From an optimization exercise on the open Yosys and OpenROAD flow, aimed at small area and a short achievable clock period; shortcuts taken in it are not production practice.
At most, simulation tests tie the RTL to the original design; equivalence was not proved.
Power and IR drop assume default switching activity.

==> run a <==
Design ALU, start of the top module:
module ALU (
    input clk, en,
    input [7:0] a, b,
    input [3:0] s,
    output reg [15:0] y,
    output reg carry,
    output zero
);
reg [7:0] a_in, b_in;
reg [1:0] qh;    
reg [1:0] rh;    
always @(posedge clk, posedge en) begin
    if (en) begin
        a_in <= 0; b_in <= 0;
    end else begin
        a_in <= a; b_in <= b;
    end
end
wire [1:0] iq2, ir2;
alu_dpre u_dpre (.a(a[7:6]), .b(b), .q(iq2), .r(ir2));
always @(posedge clk) begin
    qh <= iq2;
    rh <= ir2;
end
wire [7:0] quo;
alu_div u_div (.a_in(a_in), .b_in(b_in), .qh(qh), .rh(rh), .quo(quo));
wire [8:0] sum, dif, inc, dec;
alu_arith u_arith (.a_in(a_in), .b_in(b_in), .sum(sum), .dif(dif), .inc(inc), .dec(dec));
wire [15:0] prod;
alu_mul u_mul (.x(a_in), .y(b_in), .p(prod));
wire [15:0] pre_y;
wire pre_c;
alu_omux u_omux (
    .s(s), .a_in(a_in), .b_in(b_in),
    .sum(sum), .dif(dif), .inc(inc), .dec(dec), .prod(prod),
    .out_y(pre_y), .c(pre_c)
);
wire [15:0] out_y;
alu_qmerge u_qm (.s(s), .pre(pre_y[7:0]), .quo(quo), .y(out_y[7:0]));
assign out_y[15:8] = pre_y[15:8];
wire ph = (prod[15:8] != 8'd0);
reg zh;
always @(posedge clk, posedge en) begin
    if (en) begin
        y <= 0; carry <= 0; zh <= 0;
    end else begin
        y <= out_y; carry <= pre_c; zh <= ~((s == 4'd4) & ph) & ~out_y[8];
    end
end
alu_zdet u_zdet (.y(y[7:0]), .v(zh), .zero(zero));
endmodule
==> module ALU, before the edit <==
module ALU (
    input clk, en,
    input [7:0] a, b,
    input [3:0] s,
    output reg [15:0] y,
    output reg carry,
    output zero
);
reg [7:0] a_in, b_in;
reg [1:0] qh;    
reg [1:0] rh;    
always @(posedge clk, posedge en) begin
    if (en) begin
        a_in <= 0; b_in <= 0;
    end else begin
        a_in <= a; b_in <= b;
    end
end
wire [1:0] iq2, ir2;
alu_dpre u_dpre (.a(a[7:6]), .b(b), .q(iq2), .r(ir2));
always @(posedge clk) begin
    qh <= iq2;
    rh <= ir2;
end
wire [7:0] quo;
alu_div u_div (.a_in(a_in), .b_in(b_in), .qh(qh), .rh(rh), .quo(quo));
wire [8:0] sum, dif, inc, dec;
alu_arith u_arith (.a_in(a_in), .b_in(b_in), .sum(sum), .dif(dif), .inc(inc), .dec(dec));
wire [15:0] prod;
alu_mul u_mul (.x(a_in), .y(b_in), .p(prod));
wire [15:0] pre_y;
wire pre_c;
alu_omux u_omux (
    .s(s), .a_in(a_in), .b_in(b_in),
    .sum(sum), .dif(dif), .inc(inc), .dec(dec), .prod(prod),
    .out_y(pre_y), .c(pre_c)
);
wire [15:0] out_y;
alu_qmerge u_qm (.s(s), .pre(pre_y[7:0]), .quo(quo), .y(out_y[7:0]));
assign out_y[15:8] = pre_y[15:8];
wire ph = (prod[15:8] != 8'd0);
reg zh;
always @(posedge clk, posedge en) begin
    if (en) begin
        y <= 0; carry <= 0; zh <= 0;
    end else begin
        y <= out_y; carry <= pre_c; zh <= ~((s == 4'd4) & ph) & ~out_y[8];
    end
end
alu_zdet u_zdet (.y(y[7:0]), .v(zh), .zero(zero));
endmodule
==> module alu_div, before the edit <==
module alu_div (
    input [7:0] a_in, b_in,
    input [1:0] qh, rh,
    output [7:0] quo
);
wire [9:0] b3 = {1'b0, b_in, 1'b0} + {2'b00, b_in};
wire [7:0] q;
assign q[7:6] = qh;
wire [2:0] t2  = {rh, a_in[5]};
wire [3:0] df2 = {1'b0, t2} - {1'b0, b_in[2:0]};
assign q[5] = (b_in[7:3] == 5'd0) & ~df2[3];
wire [2:0] r2 = q[5] ? df2[2:0] : t2;
wire [3:0] t3  = {r2, a_in[4]};
wire [4:0] df3 = {1'b0, t3} - {1'b0, b_in[3:0]};
assign q[4] = (b_in[7:4] == 4'd0) & ~df3[4];
wire [3:0] r3 = q[4] ? df3[3:0] : t3;
genvar gi;
generate for (gi = 4; gi < 8; gi = gi + 2) begin : dstep
    localparam W = gi + 2;
    wire [gi-1:0] r;
    wire [W-1:0] t = {r, a_in[7-gi], a_in[6-gi]};
    wire [W:0] d1 = {1'b0, t} - {1'b0, b_in[W-1:0]};
    wire [W-1:0] d2 = {1'b0, t[W-1:1]} - {1'b0, b_in[W-2:0]};
    wire [W:0] d3 = {1'b0, t} - {1'b0, b3[W-1:0]};
    wire hz1, hz2, hz3;
    if (W == 8) begin : last
        assign hz1 = 1'b1;
        assign hz2 = ~b_in[7];
    end else begin : nl
        assign hz1 = (b_in[7:W] == 0);
        assign hz2 = (b_in[7:W-1] == 0);
    end
    assign hz3 = (b3[9:W] == 0);
    wire c1 = hz1 & ~d1[W];
    wire c2 = hz2 & ~d2[W-1];
    wire c3 = hz3 & ~d3[W];
    assign q[7-gi] = c2;
    assign q[6-gi] = c2 ? c3 : c1;
    wire [W-1:0] rn = c3 ? d3[W-1:0] : c2 ? {d2[W-2:0], t[0]} : c1 ? d1[W-1:0] : t;
    if (gi == 4) begin : first
        assign r = r3;
    end else begin : nf
        assign r = dstep[gi-2].rn[gi-1:0];
    end
end endgenerate
assign quo = (b_in == 8'd0) ? 8'd0 : q;
endmodule
==> module alu_dpre, before the edit <==
module alu_dpre (
    input [7:6] a,
    input [7:0] b,
    output [1:0] q,
    output [1:0] r
);
wire ib_hz = (b[7:2] == 6'd0);
assign q = !ib_hz          ? 2'd0 :
           (b[1:0] == 2'd0) ? 2'd3 :          
           (b[1:0] == 2'd1) ? a[7:6] :
           (b[1:0] == 2'd2) ? {1'b0, a[7]} : {1'b0, &a[7:6]};
assign r = !ib_hz          ? a[7:6] :
           (b[1:0] == 2'd0) ? a[7:6] :
           (b[1:0] == 2'd1) ? 2'd0 :
           (b[1:0] == 2'd2) ? {1'b0, a[6]} : ((&a[7:6]) ? 2'd0 : a[7:6]);
endmodule
==> module alu_zdet, before the edit <==
module alu_zdet (
    input [7:0] y,
    input v,
    output zero
);
assign zero = v & (y == 8'd0);
endmodule
==> flow/config.mk <==
export PLATFORM = sky130hd
export DESIGN_NAME = ALU
export DESIGN_NICKNAME = ALU
export VERILOG_FILES = /design/flow/design.v
export SDC_FILE = /design/flow/constraint.sdc
export NUM_CORES = 4
export LEC_CHECK = 0
export CAP_MARGIN = 20
export CORE_MARGIN = 2
export CORE_UTILIZATION = 55
export SLEW_MARGIN = 20
==> flow/constraint.sdc <==
create_clock -name core_clock -period 30.0 [get_ports {clk}]
set_input_delay 6.0000 -clock core_clock [delete_from_list [all_inputs] [get_ports {clk}]]
set_output_delay 6.0000 -clock core_clock [all_outputs]
set_load 0.01 [all_outputs]
standard.sh (not shown) runs the stock make flow with config.mk's settings and CLKGATE_MAP_FILE= SYNTH_SCRIPT=/design/flow/synth_recipe.tcl, a recipe that flattens the netlist after the stock synthesis.
==> flow/flow/run.sh <==
#!/bin/bash
# Layout flow: the standard flow (standard.sh) with these changes:
#  - synthesis leaves adders to ABC: no full/half-adder cell extraction
#    (ADDER_MAP_FILE empty) and no Kogge-Stone carry lookahead map
#    (SYNTH_OPERATIONS_ARGS replaces the -extra-map default);
#  - ABC maps the design with an area-oriented script (flow/abc_area.script),
#    except the zero-flag detector (KEEP_MODULES), which stays a module
#    through synthesis and gets a delay-oriented one (flow/abc_speed.script);
#    flow/prep.py edits a copy of synth.tcl for this, and synth_recipe.tcl
#    still flattens the result;
#  - timing repair aims at a setup slack of 22.8 ns, so that it sizes and
#    buffers the critical paths (the constraints themselves are unchanged);
#  - clock tree synthesis runs with ORFS's own arguments plus
#    -dont_use_dummy_load (no extra load cells on the clock tree);
#  - ports are buffered with buf_2 cells rather than the buffer cell that
#    buffer_ports picks by itself.
set -euo pipefail
here=$(pwd)
rm -rf "$here/scripts"
cp -r "$FLOW_HOME/scripts" "$here/scripts"
cp "$here/flow/abc_speed.script" "$here/scripts/abc_speed_mod.script"
cp "$here/flow/abc_area.script" "$here/scripts/abc_area_mod.script"
python3 "$here/flow/prep.py" "$here/scripts/synth.tcl" > "$here/prep.log" 2>&1
export KEEP_MODULES="alu_zdet"
bash standard.sh SCRIPTS_DIR="$here/scripts" \
  ADDER_MAP_FILE= SYNTH_OPERATIONS_ARGS=-nofsm \
  "BUFFER_PORTS_ARGS=-buffer_cell sky130_fd_sc_hd__buf_2" \
  "CTS_ARGS=-sink_clustering_enable -repair_clock_nets -dont_use_dummy_load" \
  SETUP_SLACK_MARGIN=22.8 finish > "$here/flow_make.log" 2>&1
==> flow/flow/abc_area.script <==
strash
dc2
dch
amap
topo
==> flow/flow/abc_speed.script <==
strash
balance
map
topo
==> flow/flow/prep.py <==
# Edit a copy of ORFS's synth.tcl:
#  - keep the modules named in KEEP_MODULES as modules through synthesis
#    (synth_recipe.tcl flattens the design afterwards as usual);
#  - ABC maps those modules with abc_speed_mod.script (delay-oriented) and
#    the rest of the design with abc_area_mod.script (area-oriented).
import sys
p = sys.argv[1]
s = open(p).read()
old1 = "  synth -flatten -run :fine {*}$synth_full_args\n"
new1 = ("  foreach m $::env(KEEP_MODULES) { setattr -mod -set keep_hierarchy 1 $m }\n"
        + old1)
old2 = "  log_cmd abc {*}$abc_args\n"
new2 = """  set speed_args [lreplace $abc_args 1 1 $::env(SCRIPTS_DIR)/abc_speed_mod.script]
  set area_args [lreplace $abc_args 1 1 $::env(SCRIPTS_DIR)/abc_area_mod.script]
  log_cmd abc {*}$speed_args {*}$::env(KEEP_MODULES)
  log_cmd abc {*}$area_args $::env(DESIGN_NAME)
"""
for o, n in ((old1, new1), (old2, new2)):
    assert s.count(o) == 1, o
    s = s.replace(o, n)
open(p, "w").write(s)
==> run b: changes against run a <==
--- a/flow/design.v
+++ b/flow/design.v
@@ -18,7 +18,14 @@
 end
-wire [1:0] iq2, ir2;
-alu_dpre u_dpre (.a(a[7:6]), .b(b), .q(iq2), .r(ir2));
+wire       ib_hz = (b[7:2] == 6'd0);
+wire [1:0] iq = !ib_hz          ? 2'd0 :
+                (b[1:0] == 2'd0) ? 2'd3 :          
+                (b[1:0] == 2'd1) ? a[7:6] :
+                (b[1:0] == 2'd2) ? {1'b0, a[7]} : {1'b0, &a[7:6]};
+wire [1:0] ir = !ib_hz          ? a[7:6] :
+                (b[1:0] == 2'd0) ? a[7:6] :
+                (b[1:0] == 2'd1) ? 2'd0 :
+                (b[1:0] == 2'd2) ? {1'b0, a[6]} : ((&a[7:6]) ? 2'd0 : a[7:6]);
 always @(posedge clk) begin
-    qh <= iq2;
-    rh <= ir2;
+    qh <= iq;
+    rh <= ir;
 end
@@ -40,12 +47,11 @@
 assign out_y[15:8] = pre_y[15:8];
-wire ph = (prod[15:8] != 8'd0);
-reg zh;
+reg yv;
 always @(posedge clk, posedge en) begin
     if (en) begin
-        y <= 0; carry <= 0; zh <= 0;
+        y <= 0; carry <= 0; yv <= 0;
     end else begin
-        y <= out_y; carry <= pre_c; zh <= ~((s == 4'd4) & ph) & ~out_y[8];
+        y <= out_y; carry <= pre_c; yv <= 1'b1;
     end
 end
-alu_zdet u_zdet (.y(y[7:0]), .v(zh), .zero(zero));
+assign zero = yv & (y == 16'd0);
 endmodule
@@ -59,12 +65,4 @@
 assign q[7:6] = qh;
-wire [2:0] t2  = {rh, a_in[5]};
-wire [3:0] df2 = {1'b0, t2} - {1'b0, b_in[2:0]};
-assign q[5] = (b_in[7:3] == 5'd0) & ~df2[3];
-wire [2:0] r2 = q[5] ? df2[2:0] : t2;
-wire [3:0] t3  = {r2, a_in[4]};
-wire [4:0] df3 = {1'b0, t3} - {1'b0, b_in[3:0]};
-assign q[4] = (b_in[7:4] == 4'd0) & ~df3[4];
-wire [3:0] r3 = q[4] ? df3[3:0] : t3;
 genvar gi;
-generate for (gi = 4; gi < 8; gi = gi + 2) begin : dstep
+generate for (gi = 2; gi < 8; gi = gi + 2) begin : dstep
     localparam W = gi + 2;
@@ -90,4 +88,4 @@
     wire [W-1:0] rn = c3 ? d3[W-1:0] : c2 ? {d2[W-2:0], t[0]} : c1 ? d1[W-1:0] : t;
-    if (gi == 4) begin : first
-        assign r = r3;
+    if (gi == 2) begin : first
+        assign r = rh;
     end else begin : nf
@@ -124,25 +122,2 @@
 endmodule
-module alu_dpre (
-    input [7:6] a,
-    input [7:0] b,
-    output [1:0] q,
-    output [1:0] r
-);
-wire ib_hz = (b[7:2] == 6'd0);
-assign q = !ib_hz          ? 2'd0 :
-           (b[1:0] == 2'd0) ? 2'd3 :          
-           (b[1:0] == 2'd1) ? a[7:6] :
-           (b[1:0] == 2'd2) ? {1'b0, a[7]} : {1'b0, &a[7:6]};
-assign r = !ib_hz          ? a[7:6] :
-           (b[1:0] == 2'd0) ? a[7:6] :
-           (b[1:0] == 2'd1) ? 2'd0 :
-           (b[1:0] == 2'd2) ? {1'b0, a[6]} : ((&a[7:6]) ? 2'd0 : a[7:6]);
-endmodule
-module alu_zdet (
-    input [7:0] y,
-    input v,
-    output zero
-);
-assign zero = v & (y == 8'd0);
-endmodule
 module alu_qmerge (
==> flow/flow/run.sh (replaced) <==
#!/bin/bash
# Layout flow: the standard flow (standard.sh) with these changes:
#  - synthesis leaves adders to ABC: no full/half-adder cell extraction
#    (ADDER_MAP_FILE empty) and no Kogge-Stone carry lookahead map
#    (SYNTH_OPERATIONS_ARGS replaces the -extra-map default);
#  - ABC maps the logic with an area-oriented script (flow/abc.script)
#    instead of ORFS's delay-oriented one;
#  - timing repair aims at a setup slack of 22.8 ns, so that it sizes and
#    buffers the critical paths (the constraints themselves are unchanged);
#  - ports are buffered with buf_2 cells rather than the buffer cell that
#    buffer_ports picks by itself.
set -euo pipefail
here=$(pwd)
rm -rf "$here/scripts"
cp -r "$FLOW_HOME/scripts" "$here/scripts"
cp "$here/flow/abc.script" "$here/scripts/abc_speed.script"
bash standard.sh SCRIPTS_DIR="$here/scripts" \
  ADDER_MAP_FILE= SYNTH_OPERATIONS_ARGS=-nofsm \
  "BUFFER_PORTS_ARGS=-buffer_cell sky130_fd_sc_hd__buf_2" \
  SETUP_SLACK_MARGIN=22.8 finish > "$here/flow_make.log" 2>&1
==> flow/flow/abc.script (new file) <==
strash
&get -n
&dch -f
&nf -R 1000
&put
topo
removed: flow/flow/abc_area.script
removed: flow/flow/abc_speed.script
removed: flow/flow/prep.py
==> run c: changes against run a <==
--- a/flow/flow/run.sh
+++ b/flow/flow/run.sh
@@ -12,4 +12,2 @@
 #    buffers the critical paths (the constraints themselves are unchanged);
-#  - clock tree synthesis runs with ORFS's own arguments plus
-#    -dont_use_dummy_load (no extra load cells on the clock tree);
 #  - ports are buffered with buf_2 cells rather than the buffer cell that
@@ -27,3 +25,2 @@
   "BUFFER_PORTS_ARGS=-buffer_cell sky130_fd_sc_hd__buf_2" \
-  "CTS_ARGS=-sink_clustering_enable -repair_clock_nets -dont_use_dummy_load" \
   SETUP_SLACK_MARGIN=22.8 finish > "$here/flow_make.log" 2>&1
==> flow/flow/abc_area.script (replaced) <==
strash
&get -n
&dch -f
&nf -R 1000
&put
topo
==> comparison <==
- Global-route usage: run a > run b > run c.
- In run a the clock-buffer cell count is lower than in run c, by 1.
- Non-clock buffer count: run a > run c > run b.
- Between run b and run a, the lower via count is in run b (gap about 11%, measured against run a).
- The highest routed wire length belongs to run a, the lowest to run c.
- Worst hold slack: run b < run c < run a.
- Of run a and run b, run b has the higher combinational power (gap 23%, measured against run b).
- Power: run a is lower than run c (14%).
- Sequential share of layout area: run b < run a < run c.
- Die area, lowest first: run a, run c, run b.
==> figures <==
metric                                                        run a       run c       run b
Status                                     timing/DRC/antenna clean  timing/DRC/antenna clean  timing/DRC/antenna clean
Met3 GRT Util                                                 8.14%       2.99%       4.28%
Xor and xnor fraction of the mapped netlist area                 0%       24.4%       23.0%
Sum of routed wire segments on met1                         7140 um     6700 um     6700 um
Met3 routed wirelength                                      2410 um     1200 um     1310 um
Count of nets after finishing                                   911         803         821
Area share of the largest cell type after synthesis           18.3%       16.7%       16.3%
Proportion of layout cells with a drive suffix above 1        20.3%       12.0%       11.9%
Total design power                                       0.000210 W  0.000245 W  0.000258 W
Total wire length after detailed routing                   18900 um    15400 um    17000 um
Sum of buffers and inverters on the critical path                 2           1           1
Number of cells on the critical path                             10           9           3
Worst-case reg-to-reg path depth                                 36          33          28
Number of multi-input combinational cells in the layout         692         642         673
Cell count after synthesis                                      796         709         734
Area occupied by multi-input gates                        3870 um^2   4190 um^2   4360 um^2
Max stage delay cell, worst path                             nor3_4    a221oi_1       or4_4
Final worst hold slack                                     0.683 ns    0.647 ns    0.551 ns
Comb power frac                                               55.1%       60.5%       58.2%
Number of core rows                                              33          35          35
Largest fanout on the critical path                               6           8           2
Setup slack of the critical path after layout              22.71 ns    22.87 ns    22.36 ns
Function not checked in run b: the RTL went through the layout flow alone.

re-timing with driven ports:
In the flow no input, the clock included, has a driving cell. The finished layouts below were timed again as built, in two steps. Step 1 (the two cells are an assumption about what drives the block):
set clk [get_ports {clk}]
set_driving_cell -lib_cell sky130_fd_sc_hd__clkbuf_16 $clk
set_driving_cell -lib_cell sky130_fd_sc_hd__buf_2 [delete_from_list [all_inputs] $clk]
Step 2 moves the port delays by t, midway between the first and last clock arrival at a register: inputs arrive t later, outputs are due t later. That takes back most of the time a late clock gives input paths. Slacks: ideal ports / drivers / drivers and shift; pairs: ideal ports / drivers.
run	t (ns)	slack for setup (ns)	clock arrival spread, ns
run a	0.316	22.713 / 22.674 / 22.358	0.013 / 0.014
run b	0.335	22.355 / 22.323 / 22.464	0.016 / 0.017
run c	0.331	22.869 / 22.845 / 22.515	0.014 / 0.013
After both steps setup and hold are still met in every run listed. The setup slack of run a, which loses most, moves by -0.039 ns with the drivers and by -0.355 ns with both steps.
